This design comes from an exercise in tuning for small area and a short achievable clock period on the open sky130 flow, not from production work.
RTL that was checked went through simulation tests only; none was proved equivalent to the original.
Power figures rest on the tool's default switching activity, not on a simulated workload.

==> trial 66: inputs <==
==> flow/design.v (excerpt) <==
module desiredDrive_reg(
    input clk, rst_n,
    input [11:0] avg_torque,
    input [4:0] cadence,
    input not_pedaling,
    input [12:0] incline,
    input [2:0] scale,
    output logic [11:0] target_curr
);
export LEC_CHECK = 0
export CAP_MARGIN = 20
export CORE_MARGIN = 2
export CORE_UTILIZATION = 40
export CTS_BUF_LIST = sky130_fd_sc_hd__clkbuf_4 sky130_fd_sc_hd__clkbuf_8
export SLEW_MARGIN = 20
export TNS_END_PERCENT = 5
create_clock -name core_clock -period 13.0 [get_ports {clk}]
standard.sh (not shown) runs the stock make flow with config.mk's settings and CLKGATE_MAP_FILE= SYNTH_SCRIPT=/design/flow/synth_recipe.tcl, a recipe that flattens the netlist after the stock synthesis.
==> flow/flow/run.sh <==
#!/bin/bash
# Layout flow: the standard flow (standard.sh), with these changes:
#  - synthesis: Yosys's generic "synth -run fine:" step skips its early ABC
#    pass (-noabc), so that extract_fa sees the RTL's full adders as written
#    (without the input/output inversions that pass puts around them), and
#    extract_fa leaves the carry-propagate adders (instances u_cpa_*) to the
#    final ABC mapping instead of building them from adder cells; the rest of
#    synthesis (dfflibmap, flatten, renaming) is as in the standard flow's synthesis, but
#    the final ABC mapping runs flow/map.abc, a delay-oriented mapping without
#    ABC's own buffering and sizing (OpenROAD's repair sizes the cells later);
#  - the port buffers are PORT_BUF cells;
#  - ORFS's timing repair aims for SETUP_MARGIN ns of setup slack.
# The SDC, the clock period and every other step are the standard flow's.
set -euo pipefail
HERE=$(pwd)
SETUP_MARGIN=8.0
PORT_BUF=sky130_fd_sc_hd__buf_1
# ORFS's synth.tcl with the changes
sed -e 's/synth -top \$::env(DESIGN_NAME) -run fine: {\*}\$synth_full_args/synth -top $::env(DESIGN_NAME) -run fine: -noabc {*}$synth_full_args/' \
    -e 's/extract_fa {\*}\[dont_use_extract_fa_args\]/extract_fa {*}[dont_use_extract_fa_args] c:* c:*u_cpa_* %d/' \
    -e "s#^  log_cmd abc {\*}\\\$abc_args\$#  log_cmd abc {*}[lreplace \$abc_args 1 1 $HERE/flow/map.abc]#" \
    "$FLOW_HOME/scripts/synth.tcl" > "$HERE/synth_changed.tcl"
grep -q -F -- '-run fine: -noabc' "$HERE/synth_changed.tcl"
grep -q -F -- 'extract_fa {*}[dont_use_extract_fa_args] c:* c:*u_cpa_* %d' "$HERE/synth_changed.tcl"
grep -q -F -- "log_cmd abc {*}[lreplace \$abc_args 1 1 $HERE/flow/map.abc]" "$HERE/synth_changed.tcl"
# The standard flow's synthesis wrapper, sourcing the changed synth.tcl
sed "s#source \$::env(SCRIPTS_DIR)/synth.tcl#source $HERE/synth_changed.tcl#" synth_recipe.tcl > "$HERE/flow_synth.tcl"
grep -q -F "source $HERE/synth_changed.tcl" "$HERE/flow_synth.tcl"
# The standard.sh, pointed at that wrapper
sed "s#SYNTH_SCRIPT=[^ ]*#SYNTH_SCRIPT=$HERE/flow_synth.tcl#" standard.sh > "$HERE/flow_standard.sh"
grep -q -F "SYNTH_SCRIPT=$HERE/flow_synth.tcl" "$HERE/flow_standard.sh"
bash "$HERE/flow_standard.sh" SETUP_SLACK_MARGIN=$SETUP_MARGIN \
    "BUFFER_PORTS_ARGS=-buffer_cell $PORT_BUF" finish > "$HERE/flow_make.log" 2>&1
==> flow/flow/map.abc <==
strash
dch
map -B 0.9
topo
stime -c
==> inputs of build 27, as changes to trial 66 <==
--- a/flow/design.v
+++ b/flow/design.v
@@ -623,27 +623,24 @@
     input [12:0] incline,
     input [2:0] scale,
     output logic [11:0] target_curr
 );
 logic [14:0] ts_nxt, ic_nxt;
 logic [14:0] ts_rn, ic_rn;
 desiredDrive iDD(.avg_torque(avg_torque), .cadence(cadence), .not_pedaling(not_pedaling),
                  .incline(incline), .scale(scale), .ts_prod(ts_nxt), .ic_prod(ic_nxt));
-always_ff @(posedge clk) begin
-    ts_rn <= ~ts_nxt;
-    ic_rn <= ~ic_nxt;
-end
-logic valid;
 always_ff @(posedge clk, negedge rst_n) begin
     if (!rst_n)
-        valid <= 1'b0;
+        ts_rn <= 15'h7FFF;
     else
-        valid <= 1'b1;
+        ts_rn <= ~ts_nxt;
 end
+always_ff @(posedge clk)
+    ic_rn <= ~ic_nxt;
 logic [14:0] ts_r, ic_r;
 assign ts_r = ~ts_rn;
 assign ic_r = ~ic_rn;
 wire b_p1 = ts_r[0] & ic_r[0];
 wire b_p2 = ts_r[0] & ic_r[1];
 wire b_p3 = ts_r[0] & ic_r[2];
 wire b_p4 = ts_r[0] & ic_r[3];
 wire b_p5 = ts_r[0] & ic_r[4];
@@ -1237,14 +1234,14 @@
 logic [11:0] curr_r;
 logic sat_r;
 always_ff @(posedge clk, negedge rst_n) begin
     if (!rst_n) begin
         curr_r <= 12'h000;
         sat_r <= 1'b0;
     end
     else begin
-        curr_r <= prod_hi[11:0] & {12{valid}};
-        sat_r <= (|prod_hi[14:12]) & valid;
+        curr_r <= prod_hi[11:0];
+        sat_r <= |prod_hi[14:12];
     end
 end
 assign target_curr = curr_r | {12{sat_r}};
 endmodule
==> flow/flow/run.sh (replaced) <==
#!/bin/bash
# Layout flow: the standard flow (standard.sh), with these changes:
#  - synthesis: Yosys's generic "synth -run fine:" step skips its early ABC
#    pass (-noabc), so that extract_fa sees the RTL's full adders as written
#    (without the input/output inversions that pass puts around them), and
#    extract_fa looks for full adders only (EXTRACT_FA_ARGS); the rest of
#    synthesis (dfflibmap, the final ABC mapping, flatten, renaming) is as in
#    the standard flow's synthesis;
#  - the port buffers are PORT_BUF cells;
#  - ORFS's timing repair aims for SETUP_SLACK_MARGIN ns of setup slack.
# The SDC, the clock period and every other step are the standard flow's.
set -euo pipefail
HERE=$(pwd)
EXTRACT_FA_ARGS=""
SETUP_MARGIN=7.6
PORT_BUF=sky130_fd_sc_hd__buf_1
# ORFS's synth.tcl with the changes
sed -e 's/synth -top \$::env(DESIGN_NAME) -run fine: {\*}\$synth_full_args/synth -top $::env(DESIGN_NAME) -run fine: -noabc {*}$synth_full_args/' \
    -e "s/extract_fa {\*}\[dont_use_extract_fa_args\]/extract_fa $EXTRACT_FA_ARGS/" \
    "$FLOW_HOME/scripts/synth.tcl" > "$HERE/synth_changed.tcl"
grep -q -- '-run fine: -noabc' "$HERE/synth_changed.tcl"
grep -q -- "^ *extract_fa $EXTRACT_FA_ARGS\$" "$HERE/synth_changed.tcl"
# The standard flow's synthesis wrapper, sourcing the changed synth.tcl
sed "s#source \$::env(SCRIPTS_DIR)/synth.tcl#source $HERE/synth_changed.tcl#" synth_recipe.tcl > "$HERE/flow_synth.tcl"
grep -q "source $HERE/synth_changed.tcl" "$HERE/flow_synth.tcl"
# The standard.sh, pointed at that wrapper
sed "s#SYNTH_SCRIPT=[^ ]*#SYNTH_SCRIPT=$HERE/flow_synth.tcl#" standard.sh > "$HERE/flow_standard.sh"
grep -q "SYNTH_SCRIPT=$HERE/flow_synth.tcl" "$HERE/flow_standard.sh"
bash "$HERE/flow_standard.sh" SETUP_SLACK_MARGIN=$SETUP_MARGIN \
    "BUFFER_PORTS_ARGS=-buffer_cell $PORT_BUF" finish > "$HERE/flow_make.log" 2>&1
- ABC_AREA: unset -> 1
removed: flow/flow/map.abc
==> qor summary <==
Routed WL per cell: trial 66 14.3 um; build 27 15.3 um
Tap cells: trial 66 285; build 27 313
Starting DRC count in detailed routing: trial 66 395; build 27 409
GR Util met1: trial 66 25.9%; build 27 26.3%
Met2 routed wirelength: trial 66 11.5 mm; build 27 10.6 mm
Count of clock buffers in the final design: trial 66 5; build 27 6
Sequential logic power: trial 66 0.000268 W; build 27 0.000280 W
Result of the run: trial 66 complete, no violations; build 27 complete, no violations
Post-CTS resize count: trial 66 45; build 27 11
Total combinational power: trial 66 0.000776 W; build 27 0.000738 W
Clk_skew: trial 66 0.0189 ns; build 27 0.0116 ns
Final-layout worst hold slack: trial 66 0.738 ns; build 27 0.708 ns
Worst Hold Path Cells: trial 66 2; build 27 3
Final worst path period share: trial 66 39.6%; build 27 41.0%
The RTL of build 27 was laid out without a check of its function.

========
==> run K <==
desiredDrive_reg again, from the RTL that the note above started with.
Settings: LEC_CHECK=0, ABC_AREA=1, CAP_MARGIN=20, CORE_MARGIN=2, CORE_UTILIZATION=40, CTS_BUF_LIST=sky130_fd_sc_hd__clkbuf_4 sky130_fd_sc_hd__clkbuf_8, SLEW_MARGIN=20, TNS_END_PERCENT=5; clock period 13.0 ns.
==> flow/flow/run.sh <==
#!/bin/bash
# Layout flow: the standard flow (standard.sh), with these changes:
#  - synthesis: Yosys's generic "synth -run fine:" step skips its early ABC
#    pass (-noabc), so that extract_fa sees the RTL's full adders as written
#    (without the input/output inversions that pass puts around them), and
#    extract_fa leaves the carry-propagate adders (instances u_cpa_*) to the
#    final ABC mapping instead of building them from adder cells; the rest of
#    synthesis (dfflibmap, the final ABC mapping, flatten, renaming) is as in
#    the standard flow's synthesis;
#  - the port buffers are PORT_BUF cells;
#  - ORFS's timing repair aims for SETUP_MARGIN ns of setup slack.
# The SDC, the clock period and every other step are the standard flow's.
set -euo pipefail
HERE=$(pwd)
SETUP_MARGIN=7.6
PORT_BUF=sky130_fd_sc_hd__buf_1
# ORFS's synth.tcl with the changes
sed -e 's/synth -top \$::env(DESIGN_NAME) -run fine: {\*}\$synth_full_args/synth -top $::env(DESIGN_NAME) -run fine: -noabc {*}$synth_full_args/' \
    -e 's/extract_fa {\*}\[dont_use_extract_fa_args\]/extract_fa {*}[dont_use_extract_fa_args] c:* c:*u_cpa_* %d/' \
    "$FLOW_HOME/scripts/synth.tcl" > "$HERE/synth_changed.tcl"
grep -q -F -- '-run fine: -noabc' "$HERE/synth_changed.tcl"
grep -q -F -- 'extract_fa {*}[dont_use_extract_fa_args] c:* c:*u_cpa_* %d' "$HERE/synth_changed.tcl"
# The standard flow's synthesis wrapper, sourcing the changed synth.tcl
sed "s#source \$::env(SCRIPTS_DIR)/synth.tcl#source $HERE/synth_changed.tcl#" synth_recipe.tcl > "$HERE/flow_synth.tcl"
grep -q -F "source $HERE/synth_changed.tcl" "$HERE/flow_synth.tcl"
# The standard.sh, pointed at that wrapper
sed "s#SYNTH_SCRIPT=[^ ]*#SYNTH_SCRIPT=$HERE/flow_synth.tcl#" standard.sh > "$HERE/flow_standard.sh"
grep -q -F "SYNTH_SCRIPT=$HERE/flow_synth.tcl" "$HERE/flow_standard.sh"
bash "$HERE/flow_standard.sh" SETUP_SLACK_MARGIN=$SETUP_MARGIN \
    "BUFFER_PORTS_ARGS=-buffer_cell $PORT_BUF" finish > "$HERE/flow_make.log" 2>&1
==> run H (differences from run K) <==
==> flow/flow/run.sh (replaced) <==
#!/bin/bash
# Layout flow: the standard flow (standard.sh), with these changes:
#  - synthesis: Yosys's generic "synth -run fine:" step skips its early ABC
#    pass (-noabc), so that extract_fa sees the RTL's full adders as written
#    (without the input/output inversions that pass puts around them), and
#    extract_fa looks for full adders only (EXTRACT_FA_ARGS); the rest of
#    synthesis (dfflibmap, the final ABC mapping, flatten, renaming) is as in
#    the standard flow's synthesis;
#  - the port buffers are PORT_BUF cells;
#  - ORFS's timing repair aims for SETUP_SLACK_MARGIN ns of setup slack.
# The SDC, the clock period and every other step are the standard flow's.
set -euo pipefail
HERE=$(pwd)
EXTRACT_FA_ARGS=""
SETUP_MARGIN=7.8
PORT_BUF=sky130_fd_sc_hd__buf_1
# ORFS's synth.tcl with the changes
sed -e 's/synth -top \$::env(DESIGN_NAME) -run fine: {\*}\$synth_full_args/synth -top $::env(DESIGN_NAME) -run fine: -noabc {*}$synth_full_args/' \
    -e "s/extract_fa {\*}\[dont_use_extract_fa_args\]/extract_fa $EXTRACT_FA_ARGS/" \
    "$FLOW_HOME/scripts/synth.tcl" > "$HERE/synth_changed.tcl"
grep -q -- '-run fine: -noabc' "$HERE/synth_changed.tcl"
grep -q -- "^ *extract_fa $EXTRACT_FA_ARGS\$" "$HERE/synth_changed.tcl"
# The standard flow's synthesis wrapper, sourcing the changed synth.tcl
sed "s#source \$::env(SCRIPTS_DIR)/synth.tcl#source $HERE/synth_changed.tcl#" synth_recipe.tcl > "$HERE/flow_synth.tcl"
grep -q "source $HERE/synth_changed.tcl" "$HERE/flow_synth.tcl"
# The standard.sh, pointed at that wrapper
sed "s#SYNTH_SCRIPT=[^ ]*#SYNTH_SCRIPT=$HERE/flow_synth.tcl#" standard.sh > "$HERE/flow_standard.sh"
grep -q "SYNTH_SCRIPT=$HERE/flow_synth.tcl" "$HERE/flow_standard.sh"
bash "$HERE/flow_standard.sh" SETUP_SLACK_MARGIN=$SETUP_MARGIN \
    "BUFFER_PORTS_ARGS=-buffer_cell $PORT_BUF" finish > "$HERE/flow_make.log" 2>&1
==> qor summary <==
quantity	run K	run H
Outcome	complete, no violations	complete, no violations
Tightest slew margin relative to the limit	31.6%	42.8%
Fraction of the mapped netlist area in simple logic gates	29.3%	22.1%
Synth unique cells	37	36
Aggregate routed wire length	22.4 mm	22.0 mm
Combinational cell fraction of total power	65.1%	64.6%
Relative area change from synthesis to final layout	5.68%	7.03%
Number of iterations in the first detailed-routing pass	5	6
Via density per instance	4.86	5.11
Leakage component of the power	5.78 nW	5.71 nW
Post-synthesis instance total	1,258	1,087
Proportion of layout cells with a drive suffix above 1	4.33%	5.79%
Flop2flop setup slack	8.05 ns	7.75 ns
Clock buffer count in the final layout	5	6
Die Outline Area	24,800 um2	24,400 um2
Mean cell area of the mapped netlist	7.49 um2	8.52 um2
Placeable Area	23,300 um2	22,700 um2
Sequential cell area fraction in the yosys report	10.1%	10.3%
Critical path endpoint	ic_rn[12]	ic_rn[9]
Source of the critical timing path	cadence[3]	cadence[4]
Post-synthesis instance area	9420 um2	9260 um2
Quantity of gates resized following cts	1	18
Met3 wire len	821 um	872 um
First-pass GRT wire length	38.4 mm	38.4 mm
Area fraction in compound gates after synthesis	4.10%	4.47%
Post-place instance area	9800 um2	9680 um2

========
==> inputs of v5 <==
Another version of the RTL of desiredDrive_reg (not shown whole).
==> flow/design.v (excerpt) <==
module desiredDrive_reg(
    input clk, rst_n,
    input [11:0] avg_torque,
    input [4:0] cadence,
    input not_pedaling,
    input [12:0] incline,
    input [2:0] scale,
    output logic [11:0] target_curr
);
logic [14:0] ts_nxt, ic_nxt;
logic [14:0] ts_rn, ic_rn;
desiredDrive iDD(.avg_torque(avg_torque), .cadence(cadence), .not_pedaling(not_pedaling),
                 .incline(incline), .scale(scale), .ts_prod(ts_nxt), .ic_prod(ic_nxt));
always_ff @(posedge clk) begin
    ts_rn <= ~ts_nxt;
    ic_rn <= ~ic_nxt;
end
logic valid;
always_ff @(posedge clk, negedge rst_n) begin
    if (!rst_n)
        valid <= 1'b0;
    else
        valid <= 1'b1;
end
logic [14:0] ts_r, ic_r;
assign ts_r = ~ts_rn;
assign ic_r = ~ic_rn;
wire b_p1 = ts_r[0] & ic_r[0];
wire b_p2 = ts_r[0] & ic_r[1];
wire b_p3 = ts_r[0] & ic_r[2];
wire b_p4 = ts_r[0] & ic_r[3];
wire b_p5 = ts_r[0] & ic_r[4];
wire b_p6 = ts_r[0] & ic_r[5];
wire b_p7 = ts_r[0] & ic_r[6];
wire b_p8 = ts_r[0] & ic_r[7];
wire b_p9 = ts_r[0] & ic_r[8];
wire b_p10 = ts_r[0] & ic_r[9];
wire b_p11 = ts_r[0] & ic_r[10];
wire b_p12 = ts_r[0] & ic_r[11];
wire b_p13 = ts_r[0] & ic_r[12];
wire b_p14 = ts_r[0] & ic_r[13];
wire b_p15 = ts_r[0] & ic_r[14];
wire b_p16 = ts_r[1] & ic_r[0];
wire b_p17 = ts_r[1] & ic_r[1];
wire b_p18 = ts_r[1] & ic_r[2];
wire b_p19 = ts_r[1] & ic_r[3];
wire b_p20 = ts_r[1] & ic_r[4];
wire b_p21 = ts_r[1] & ic_r[5];
wire b_p22 = ts_r[1] & ic_r[6];
wire b_p23 = ts_r[1] & ic_r[7];
wire b_p24 = ts_r[1] & ic_r[8];
wire b_p25 = ts_r[1] & ic_r[9];
wire b_p26 = ts_r[1] & ic_r[10];
wire b_p27 = ts_r[1] & ic_r[11];
wire b_p28 = ts_r[1] & ic_r[12];
wire b_p29 = ts_r[1] & ic_r[13];
wire b_p30 = ts_r[1] & ic_r[14];
wire b_p31 = ts_r[2] & ic_r[0];
wire b_p32 = ts_r[2] & ic_r[1];
wire b_p33 = ts_r[2] & ic_r[2];
wire b_p34 = ts_r[2] & ic_r[3];
wire b_p35 = ts_r[2] & ic_r[4];
wire b_p36 = ts_r[2] & ic_r[5];
wire b_p37 = ts_r[2] & ic_r[6];
wire b_p38 = ts_r[2] & ic_r[7];
wire b_p39 = ts_r[2] & ic_r[8];
wire b_p40 = ts_r[2] & ic_r[9];
wire b_p41 = ts_r[2] & ic_r[10];
wire b_p42 = ts_r[2] & ic_r[11];
wire b_p43 = ts_r[2] & ic_r[12];
wire b_p44 = ts_r[2] & ic_r[13];
wire b_p45 = ts_r[2] & ic_r[14];
wire b_p46 = ts_r[3] & ic_r[0];
wire b_p47 = ts_r[3] & ic_r[1];
  ...
clock: 13.0 ns
lec_check: 0
cap_margin: 20
core_margin: 2
core_utilization: 40
cts_buf_list: sky130_fd_sc_hd__clkbuf_4 sky130_fd_sc_hd__clkbuf_8
slew_margin: 20
tns_end_percent: 5
==> flow/flow/run.sh <==
#!/bin/bash
# Layout flow: the standard flow (standard.sh), with these changes:
#  - synthesis: Yosys's generic "synth -run fine:" step skips its early ABC
#    pass (-noabc), so that extract_fa sees the RTL's full adders as written
#    (without the input/output inversions that pass puts around them), and
#    extract_fa leaves the carry-propagate adders (instances u_cpa_*) and the
#    whole input stage (instance iDD) to the
#    final ABC mapping instead of building them from adder cells; the rest of
#    synthesis (dfflibmap, flatten, renaming) is as in the standard flow's synthesis, but
#    the final ABC mapping runs flow/map.abc, a delay-oriented mapping without
#    ABC's own buffering and sizing (OpenROAD's repair sizes the cells later);
#  - the port buffers are PORT_BUF cells;
#  - ORFS's timing repair aims for SETUP_MARGIN ns of setup slack.
# The SDC, the clock period and every other step are the standard flow's.
set -euo pipefail
HERE=$(pwd)
SETUP_MARGIN=8.0
PORT_BUF=sky130_fd_sc_hd__buf_1
# ORFS's synth.tcl with the changes
sed -e 's/synth -top \$::env(DESIGN_NAME) -run fine: {\*}\$synth_full_args/synth -top $::env(DESIGN_NAME) -run fine: -noabc {*}$synth_full_args/' \
    -e 's/extract_fa {\*}\[dont_use_extract_fa_args\]/extract_fa {*}[dont_use_extract_fa_args] c:* c:*u_cpa_* %d c:iDD.* %d/' \
    -e "s#^  log_cmd abc {\*}\\\$abc_args\$#  log_cmd abc {*}[lreplace \$abc_args 1 1 $HERE/flow/map.abc]#" \
    "$FLOW_HOME/scripts/synth.tcl" > "$HERE/synth_changed.tcl"
grep -q -F -- '-run fine: -noabc' "$HERE/synth_changed.tcl"
grep -q -F -- 'extract_fa {*}[dont_use_extract_fa_args] c:* c:*u_cpa_* %d c:iDD.* %d' "$HERE/synth_changed.tcl"
grep -q -F -- "log_cmd abc {*}[lreplace \$abc_args 1 1 $HERE/flow/map.abc]" "$HERE/synth_changed.tcl"
# The standard flow's synthesis wrapper, sourcing the changed synth.tcl
sed "s#source \$::env(SCRIPTS_DIR)/synth.tcl#source $HERE/synth_changed.tcl#" synth_recipe.tcl > "$HERE/flow_synth.tcl"
grep -q -F "source $HERE/synth_changed.tcl" "$HERE/flow_synth.tcl"
# The standard.sh, pointed at that wrapper
sed "s#SYNTH_SCRIPT=[^ ]*#SYNTH_SCRIPT=$HERE/flow_synth.tcl#" standard.sh > "$HERE/flow_standard.sh"
grep -q -F "SYNTH_SCRIPT=$HERE/flow_synth.tcl" "$HERE/flow_standard.sh"
bash "$HERE/flow_standard.sh" SETUP_SLACK_MARGIN=$SETUP_MARGIN \
    "BUFFER_PORTS_ARGS=-buffer_cell $PORT_BUF" finish > "$HERE/flow_make.log" 2>&1
==> flow/flow/map.abc <==
strash
dch
map -B 0.9
topo
stime -c
==> inputs of v14, as changes to v5 <==
==> flow/flow/run.sh (replaced) <==
#!/bin/bash
# Layout flow: the standard flow (standard.sh), with these changes:
#  - synthesis: Yosys's generic "synth -run fine:" step skips its early ABC
#    pass (-noabc), so that extract_fa sees the RTL's full adders as written
#    (without the input/output inversions that pass puts around them), and
#    extract_fa leaves the carry-propagate adders (instances u_cpa_*) to the
#    final ABC mapping instead of building them from adder cells; the rest of
#    synthesis (dfflibmap, the final ABC mapping, flatten, renaming) is as in
#    the standard flow's synthesis;
#  - the port buffers are PORT_BUF cells;
#  - ORFS's timing repair aims for SETUP_MARGIN ns of setup slack.
# The SDC, the clock period and every other step are the standard flow's.
set -euo pipefail
HERE=$(pwd)
SETUP_MARGIN=8.0
PORT_BUF=sky130_fd_sc_hd__buf_1
# ORFS's synth.tcl with the changes
sed -e 's/synth -top \$::env(DESIGN_NAME) -run fine: {\*}\$synth_full_args/synth -top $::env(DESIGN_NAME) -run fine: -noabc {*}$synth_full_args/' \
    -e 's/extract_fa {\*}\[dont_use_extract_fa_args\]/extract_fa {*}[dont_use_extract_fa_args] c:* c:*u_cpa_* %d/' \
    "$FLOW_HOME/scripts/synth.tcl" > "$HERE/synth_changed.tcl"
grep -q -F -- '-run fine: -noabc' "$HERE/synth_changed.tcl"
grep -q -F -- 'extract_fa {*}[dont_use_extract_fa_args] c:* c:*u_cpa_* %d' "$HERE/synth_changed.tcl"
# The standard flow's synthesis wrapper, sourcing the changed synth.tcl
sed "s#source \$::env(SCRIPTS_DIR)/synth.tcl#source $HERE/synth_changed.tcl#" synth_recipe.tcl > "$HERE/flow_synth.tcl"
grep -q -F "source $HERE/synth_changed.tcl" "$HERE/flow_synth.tcl"
# The standard.sh, pointed at that wrapper
sed "s#SYNTH_SCRIPT=[^ ]*#SYNTH_SCRIPT=$HERE/flow_synth.tcl#" standard.sh > "$HERE/flow_standard.sh"
grep -q -F "SYNTH_SCRIPT=$HERE/flow_synth.tcl" "$HERE/flow_standard.sh"
bash "$HERE/flow_standard.sh" SETUP_SLACK_MARGIN=$SETUP_MARGIN \
    "BUFFER_PORTS_ARGS=-buffer_cell $PORT_BUF" finish > "$HERE/flow_make.log" 2>&1
- ABC_AREA: default -> 1
- CAP_MARGIN: 20 -> 0
- SLEW_MARGIN: 20 -> 0
removed: flow/flow/map.abc
==> notes.md <==
status: complete, no violations
Fillers: 2397
commonest cells after routing, fill and taps aside: nand2_1, nor2_1, clkinv_1
Levels on crit path: 21
vias per cell: 4.97
wire length on met1: 11200 um
register area share after synthesis: 9.94%
clk tree area frac: 0.887%
clock network power: 94.4 uW
# the run above: v5

==> notes.md <==
status: complete, no violations
register area share after synthesis: 10.4%
commonest cells after routing, fill and taps aside: nor2_1, nand2_1, fa_1
wire length on met1: 9420 um
Levels on crit path: 19
Fillers: 2280
vias per cell: 5.01
# the run above: v14

port drivers added, routing unchanged:
No port has a modelled driver above. Below, the same layouts with a new extraction and two added sets of constraints. Step 1 (the two cells are an assumption about what drives the block):
set clk [get_ports {clk}]
set_driving_cell -lib_cell sky130_fd_sc_hd__clkbuf_16 $clk
set_driving_cell -lib_cell sky130_fd_sc_hd__buf_2 [delete_from_list [all_inputs] $clk]
Step 2 adds t to the input delays and takes it off the output delays; t is the mean of the earliest and latest rising clock arrival at the registers after step 1. Input paths then give back, and output paths get back, about the clock's delay inside the block. Slacks: ideal ports / drivers / drivers and shift; pairs: ideal ports / drivers.
run	shift t [ns]	slack for setup (ns)	slew at the worst register clock pin (ns)	worst data-port slew with drivers (ns)	pins driven straight from the clock port
trial 66	0.347	7.850 / 7.835 / 7.489	0.10 / 0.10	0.07	1
build 27	0.362	7.670 / 7.636 / 7.274	0.10 / 0.10	0.11	1
run K	0.370	7.741 / 7.757 / 7.387	0.09 / 0.09	0.03	1
run H	0.364	7.594 / 7.586 / 7.222	0.09 / 0.09	0.06	1
v5	0.356	8.165 / 8.183 / 7.826	0.09 / 0.09	0.05	1
v14	0.346	7.790 / 7.781 / 7.435	0.10 / 0.10	0.06	1
After both steps setup and hold are still met in every run listed. For build 27, which loses most, drivers alone change the setup slack by -0.034 ns; drivers and shift together by -0.396 ns.
